From an optimization exercise on the open Yosys and OpenROAD flow, aimed at small area; shortcuts taken in it are not production practice. In this exercise RTL edits were held to simulation tests only and were not proved equivalent to the original. No activity file was given, so power comes from the tool's default toggle rates.

run A:
==> flow/design.v <==
module full_adder(
	output	s,
	output	co,  
	input	a,
	input	b,
	input	ci	 
);
	wire x;
	wire y;
	wire z;
	assign x = a ^ b;
	assign s = x ^ ci;
	assign y = x & ci;
	assign z = a & b;
	assign co = y | z;
endmodule
module adder32b(
	output	[31:0]	s,
	output	co,  
	input	[31:0]	a,
	input	[31:0]	b,
	input	ci	 
);
	wire [31:0] carry;
	assign co = carry[31];
		full_adder g0(
			.a(a[0]),
			.b(b[0]),
			.s(s[0]),
			.ci(ci),
			.co(carry[0])
		);
		full_adder g1(
			.a(a[1]),
			.b(b[1]),
			.s(s[1]),
			.ci(carry[0]),
			.co(carry[1])
		);
		full_adder g2(
			.a(a[2]),
			.b(b[2]),
			.s(s[2]),
			.ci(carry[1]),
			.co(carry[2])
		);
		full_adder g3(
			.a(a[3]),
			.b(b[3]),
			.s(s[3]),
			.ci(carry[2]),
			.co(carry[3])
		);
		full_adder g4(
			.a(a[4]),
			.b(b[4]),
			.s(s[4]),
			.ci(carry[3]),
			.co(carry[4])
		);
		full_adder g5(
			.a(a[5]),
			.b(b[5]),
			.s(s[5]),
			.ci(carry[4]),
			.co(carry[5])
		);
		full_adder g6(
			.a(a[6]),
			.b(b[6]),
			.s(s[6]),
			.ci(carry[5]),
			.co(carry[6])
		);
		full_adder g7(
			.a(a[7]),
			.b(b[7]),
			.s(s[7]),
			.ci(carry[6]),
			.co(carry[7])
		);
		full_adder g8(
			.a(a[8]),
			.b(b[8]),
			.s(s[8]),
			.ci(carry[7]),
			.co(carry[8])
		);
		full_adder g9(
			.a(a[9]),
			.b(b[9]),
			.s(s[9]),
			.ci(carry[8]),
			.co(carry[9])
		);
		full_adder g10(
			.a(a[10]),
			.b(b[10]),
			.s(s[10]),
			.ci(carry[9]),
			.co(carry[10])
		);
		full_adder g11(
			.a(a[11]),
			.b(b[11]),
			.s(s[11]),
			.ci(carry[10]),
			.co(carry[11])
		);
		full_adder g12(
			.a(a[12]),
			.b(b[12]),
			.s(s[12]),
			.ci(carry[11]),
			.co(carry[12])
		);
		full_adder g13(
			.a(a[13]),
			.b(b[13]),
			.s(s[13]),
			.ci(carry[12]),
			.co(carry[13])
		);
		full_adder g14(
			.a(a[14]),
			.b(b[14]),
			.s(s[14]),
			.ci(carry[13]),
			.co(carry[14])
		);
		full_adder g15(
			.a(a[15]),
			.b(b[15]),
			.s(s[15]),
			.ci(carry[14]),
			.co(carry[15])
		);
		full_adder g16(
			.a(a[16]),
			.b(b[16]),
			.s(s[16]),
			.ci(carry[15]),
			.co(carry[16])
		);
		full_adder g17(
			.a(a[17]),
			.b(b[17]),
			.s(s[17]),
			.ci(carry[16]),
			.co(carry[17])
		);
		full_adder g18(
			.a(a[18]),
			.b(b[18]),
			.s(s[18]),
			.ci(carry[17]),
			.co(carry[18])
		);
		full_adder g19(
			.a(a[19]),
			.b(b[19]),
			.s(s[19]),
			.ci(carry[18]),
			.co(carry[19])
		);
		full_adder g20(
			.a(a[20]),
			.b(b[20]),
			.s(s[20]),
			.ci(carry[19]),
			.co(carry[20])
		);
		full_adder g21(
			.a(a[21]),
			.b(b[21]),
			.s(s[21]),
			.ci(carry[20]),
			.co(carry[21])
		);
		full_adder g22(
			.a(a[22]),
			.b(b[22]),
			.s(s[22]),
			.ci(carry[21]),
			.co(carry[22])
		);
		full_adder g23(
			.a(a[23]),
			.b(b[23]),
			.s(s[23]),
			.ci(carry[22]),
			.co(carry[23])
		);
		full_adder g24(
			.a(a[24]),
			.b(b[24]),
			.s(s[24]),
			.ci(carry[23]),
			.co(carry[24])
		);
		full_adder g25(
			.a(a[25]),
			.b(b[25]),
			.s(s[25]),
			.ci(carry[24]),
			.co(carry[25])
		);
		full_adder g26(
			.a(a[26]),
			.b(b[26]),
			.s(s[26]),
			.ci(carry[25]),
			.co(carry[26])
		);
		full_adder g27(
			.a(a[27]),
			.b(b[27]),
			.s(s[27]),
			.ci(carry[26]),
			.co(carry[27])
		);
		full_adder g28(
			.a(a[28]),
			.b(b[28]),
			.s(s[28]),
			.ci(carry[27]),
			.co(carry[28])
		);
		full_adder g29(
			.a(a[29]),
			.b(b[29]),
			.s(s[29]),
			.ci(carry[28]),
			.co(carry[29])
		);
		full_adder g30(
			.a(a[30]),
			.b(b[30]),
			.s(s[30]),
			.ci(carry[29]),
			.co(carry[30])
		);
		full_adder g31(
			.a(a[31]),
			.b(b[31]),
			.s(s[31]),
			.ci(carry[30]),
			.co(carry[31])
		);
endmodule
module smv16b(
	output	[15:0]	dout_inst,
	output	reg [15:0]	dout_avg,
	input 	[15:0]	din,
	input 	run,
	input	sysrst,
	input	clk
);
	localparam [5:0] S_IDLE = 6'd0;
	localparam [5:0] S_POLL = 6'd1;
	localparam [5:0] S_F1   = 6'd3;    
	localparam [5:0] S_F20  = 6'd22;   
	localparam [5:0] S_F34  = 6'd6;    
	localparam [3:0] C_0    = 4'd0;
	localparam [3:0] C_13   = 4'd4;
	reg [5:0]  t;
	reg [3:0]  c;
	reg        clr;     
	reg        pend;    
	reg [15:0] ring [0:13];
	reg [15:0] n_q, d;
	reg [19:0] acc;
	wire [15:0] tap = ring[13];
	wire [15:0] n   = ~n_q;
	wire rst   = ~sysrst;
	wire load  = (t == S_F1);
	wire swap  = pend & (c == C_0);
	wire cwrap = (c == C_13);
	wire keep  = ~swap & ~clr;
	wire n_din = sysrst & load;
	wire n_tap = sysrst & swap;
	wire n_hld = sysrst & ~load & ~swap;
	wire d_new = sysrst & load;
	wire d_hld = sysrst & ~load;
	wire [5:0] t_lfsr = {t[4:0], ~(t[5] ^ t[4])};
	wire [3:0] c_lfsr = {c[2:0], ~(c[3] ^ c[2])};
	wire        init = (t == S_F20);
	wire [19:0] opa  = ({20{init}} & {4'b0, d}) | ({20{~init}} & acc);
	wire [19:0] opb  = {4'b0, ({16{init}} & n) | ({16{~init}} & tap)};
	wire [19:0] sum;
	wire [20:0] cy;
	assign cy[0] = 1'b0;
	genvar k;
	generate
		for (k = 0; k < 20; k = k + 1) begin : g_add
			assign sum[k]  = opa[k] ^ opb[k] ^ cy[k];
			assign cy[k+1] = (opa[k] & opb[k]) | (opa[k] & cy[k]) | (opb[k] & cy[k]);
		end
	endgenerate
	assign dout_inst = d;
	integer i;
	always @(posedge clk) begin
		for (i = 13; i > 0; i = i - 1)
			ring[i] <= ring[i-1];
		ring[0] <= ({16{swap}} & n) | ({16{keep}} & tap);
	end
	always @(posedge clk) begin
		if (rst) begin
			t    <= S_IDLE;
			c    <= C_0;
			clr  <= 1'b1;
			pend <= 1'b0;
		end else begin
			if (t == S_F34)
				t <= S_POLL;
			else if (t == S_POLL && !run)
				t <= S_IDLE;
			else
				t <= t_lfsr;
			if (cwrap || swap)
				c <= C_0;
			else
				c <= c_lfsr;
			if (cwrap)
				clr <= 1'b0;
			if (load)
				pend <= 1'b1;
			else if (swap)
				pend <= 1'b0;
		end
	end
	always @(posedge clk) begin
		n_q <= ~(({16{n_din}} & din) | ({16{n_tap}} & tap) | ({16{n_hld}} & n));
		d   <= ({16{d_new}} & n) | ({16{d_hld}} & d);
	end
	always @(posedge clk) begin
		acc <= sum;
		if (t == S_F34 && sysrst)
			dout_avg <= sum[19:4];
	end
endmodule
Settings: LEC_CHECK=0, CAP_MARGIN=20, CORE_MARGIN=2, CORE_UTILIZATION=70, CTS_BUF_LIST=sky130_fd_sc_hd__clkbuf_8, CTS_CLUSTER_DIAMETER=60, CTS_CLUSTER_SIZE=19, PLACE_DENSITY=0.8, SLEW_MARGIN=20; clock period 10.0 ns.
standard.sh (not shown) runs the stock make flow with config.mk's settings and CLKGATE_MAP_FILE= SYNTH_SCRIPT=/design/flow/synth_recipe.tcl, a recipe that flattens the netlist after the stock synthesis.
==> flow/flow/run.sh <==
#!/bin/bash
# The standard ORFS layout (standard.sh) with two changes:
#  - synthesis maps the combinational logic with an area-oriented ABC script
#    (flow/abc_area.script) instead of ORFS's speed script; everything else
#    in synthesis (incl. -nofsm -noshare, flatten, rename) is unchanged, so the
#    registers are the standard synthesis's;
#  - the port buffers inserted by buffer_ports use the smallest buffer cell.
# Each tool's output goes to a log file in this folder.
set -euo pipefail
W=$(pwd)
# synthesis script: synth_recipe.tcl, sourcing a copy of ORFS's synth.tcl whose
# abc call uses our ABC script
sed 's#^  log_cmd abc {\*}\$abc_args#  set abc_args [lreplace $abc_args 1 1 '"$W"'/flow/abc_area.script]\n  log_cmd abc {*}$abc_args#' \
  "$FLOW_HOME/scripts/synth.tcl" > "$W/synth_area.tcl"
grep -q "flow/abc_area.script" "$W/synth_area.tcl"
sed "s#source \$::env(SCRIPTS_DIR)/synth.tcl#source $W/synth_area.tcl#" synth_recipe.tcl > "$W/synth_recipe_area.tcl"
grep -q "synth_area.tcl" "$W/synth_recipe_area.tcl"
sed "s#SYNTH_SCRIPT=[^ ]*#SYNTH_SCRIPT=$W/synth_recipe_area.tcl#" standard.sh > "$W/standard_area.sh"
grep -q "synth_recipe_area.tcl" "$W/standard_area.sh"
export BUFFER_PORTS_ARGS="-buffer_cell sky130_fd_sc_hd__buf_1"
export CTS_ARGS="-sink_clustering_enable -repair_clock_nets -dont_use_dummy_load -buf_list {sky130_fd_sc_hd__clkbuf_4 sky130_fd_sc_hd__clkbuf_8} -sink_clustering_buffer sky130_fd_sc_hd__clkbuf_8 -root_buf sky130_fd_sc_hd__clkbuf_4 -sink_clustering_size 19 -sink_clustering_max_diameter 60"
bash "$W/standard_area.sh" > "$W/flow_orfs.log" 2>&1
==> flow/flow/abc_area.script <==
strash
dch -f
amap
topo
dnsize
The inputs of run E differ from those of run A as listed below.
diff --git a/flow/design.v b/flow/design.v
--- a/flow/design.v
+++ b/flow/design.v
@@ -256,13 +256,10 @@
 	input	sysrst,
 	input	clk
 );
-	localparam [5:0] S_IDLE = 6'd0;
-	localparam [5:0] S_POLL = 6'd1;
-	localparam [5:0] S_F1   = 6'd3;    
-	localparam [5:0] S_F20  = 6'd22;   
-	localparam [5:0] S_F34  = 6'd6;    
-	localparam [3:0] C_0    = 4'd0;
-	localparam [3:0] C_13   = 4'd4;
+	localparam [5:0] S_IDLE = 6'd28;
+	localparam [5:0] S_POLL = 6'd56;
+	localparam [3:0] C_0    = 4'd1;
+	localparam [3:0] C_13   = 4'd8;
 	reg [5:0]  t;
 	reg [3:0]  c;
 	reg        clr;     
@@ -272,10 +269,16 @@
 	reg [19:0] acc;
 	wire [15:0] tap = ring[13];
 	wire [15:0] n   = ~n_q;
+	wire st_poll = t[5] & t[4] & t[3];               
+	wire st_f1   = t[5] & t[4] & t[0];               
+	wire st_f20  = ~t[4] & t[3] & t[2] & ~t[0];      
+	wire st_f34  = t[2] & t[1] & t[0];               
+	wire c_is_0  = ~c[3] & ~c[2] & ~c[1];            
+	wire c_is_13 = ~c[2] & ~c[1] & ~c[0];            
 	wire rst   = ~sysrst;
-	wire load  = (t == S_F1);
-	wire swap  = pend & (c == C_0);
-	wire cwrap = (c == C_13);
+	wire load  = st_f1;
+	wire swap  = pend & c_is_0;
+	wire cwrap = c_is_13;
 	wire keep  = ~swap & ~clr;
 	wire n_din = sysrst & load;
 	wire n_tap = sysrst & swap;
@@ -284,7 +287,7 @@
 	wire d_hld = sysrst & ~load;
 	wire [5:0] t_lfsr = {t[4:0], ~(t[5] ^ t[4])};
 	wire [3:0] c_lfsr = {c[2:0], ~(c[3] ^ c[2])};
-	wire        init = (t == S_F20);
+	wire        init = st_f20;
 	wire [19:0] opa  = ({20{init}} & {4'b0, d}) | ({20{~init}} & acc);
 	wire [19:0] opb  = {4'b0, ({16{init}} & n) | ({16{~init}} & tap)};
 	wire [19:0] sum;
@@ -311,9 +314,9 @@
 			clr  <= 1'b1;
 			pend <= 1'b0;
 		end else begin
-			if (t == S_F34)
+			if (st_f34)
 				t <= S_POLL;
-			else if (t == S_POLL && !run)
+			else if (st_poll && !run)
 				t <= S_IDLE;
 			else
 				t <= t_lfsr;
@@ -335,7 +338,7 @@
 	end
 	always @(posedge clk) begin
 		acc <= sum;
-		if (t == S_F34 && sysrst)
+		if (st_f34 && sysrst)
 			dout_avg <= sum[19:4];
 	end
 endmodule
Findings:
Row power dissipated by switching net loads: run E higher / run A lower. The proportion of power drawn by combinational gates of run E exceeds that of run A by 0.3 points. Run E: net count after synthesis lower than run A. Side by side, routed wire length turned out lower in run E than in run A. Run A → run E: number of buffers inserted to repair setup after CTS barely changed, power has remained practically unchanged, die area -78 um^2, setup slack of the critical path after layout increased 0.33 ns. Run E ends up with a share of the cycle needed by the critical path after routing that is 3.3 points lower than in run A. The share of power burned in the clock network of run E is lower than that of run A. Run E vs run A: area of all placed cells without fillers down. Against run A, run E reports a non-clock buffer count in the final layout that is higher. Min met2 usage across run A and run E: run A. Diff run E..run A | summed negative setup slack over all endpoints | unchanged.

-- port drivers added, routing unchanged --
The results above use ideal ports. As a check the final layouts listed here were re-extracted and re-timed, cells and wires unchanged.
Step 1, drivers: a clkbuf_16 drives clk and a buf_2 each remaining input, both assumed.
Step 2 moves the port delays by t, midway between the first and last clock arrival at a register: inputs arrive t later, outputs are due t later. That takes back most of the time a late clock gives input paths.
Slacks: no drivers / after step 1 / after step 2; pairs: no drivers / after step 1.
| run | shift t [ns] | slack for setup (ns) | hold WS [ns] | clock arrival spread, ns | worst data-port slew with drivers (ns) |
|---|---|---|---|---|---|
| run A | 0.627 | 0.592 / 0.592 / 0.592 | 0.325 / 0.325 / 0.325 | 0.029 / 0.028 | 0.04 |
| run E | 0.621 | 0.918 / 0.918 / 0.918 | 0.309 / 0.309 / 0.309 | 0.061 / 0.062 | 0.03 |
After both steps every run listed still meets setup and hold.
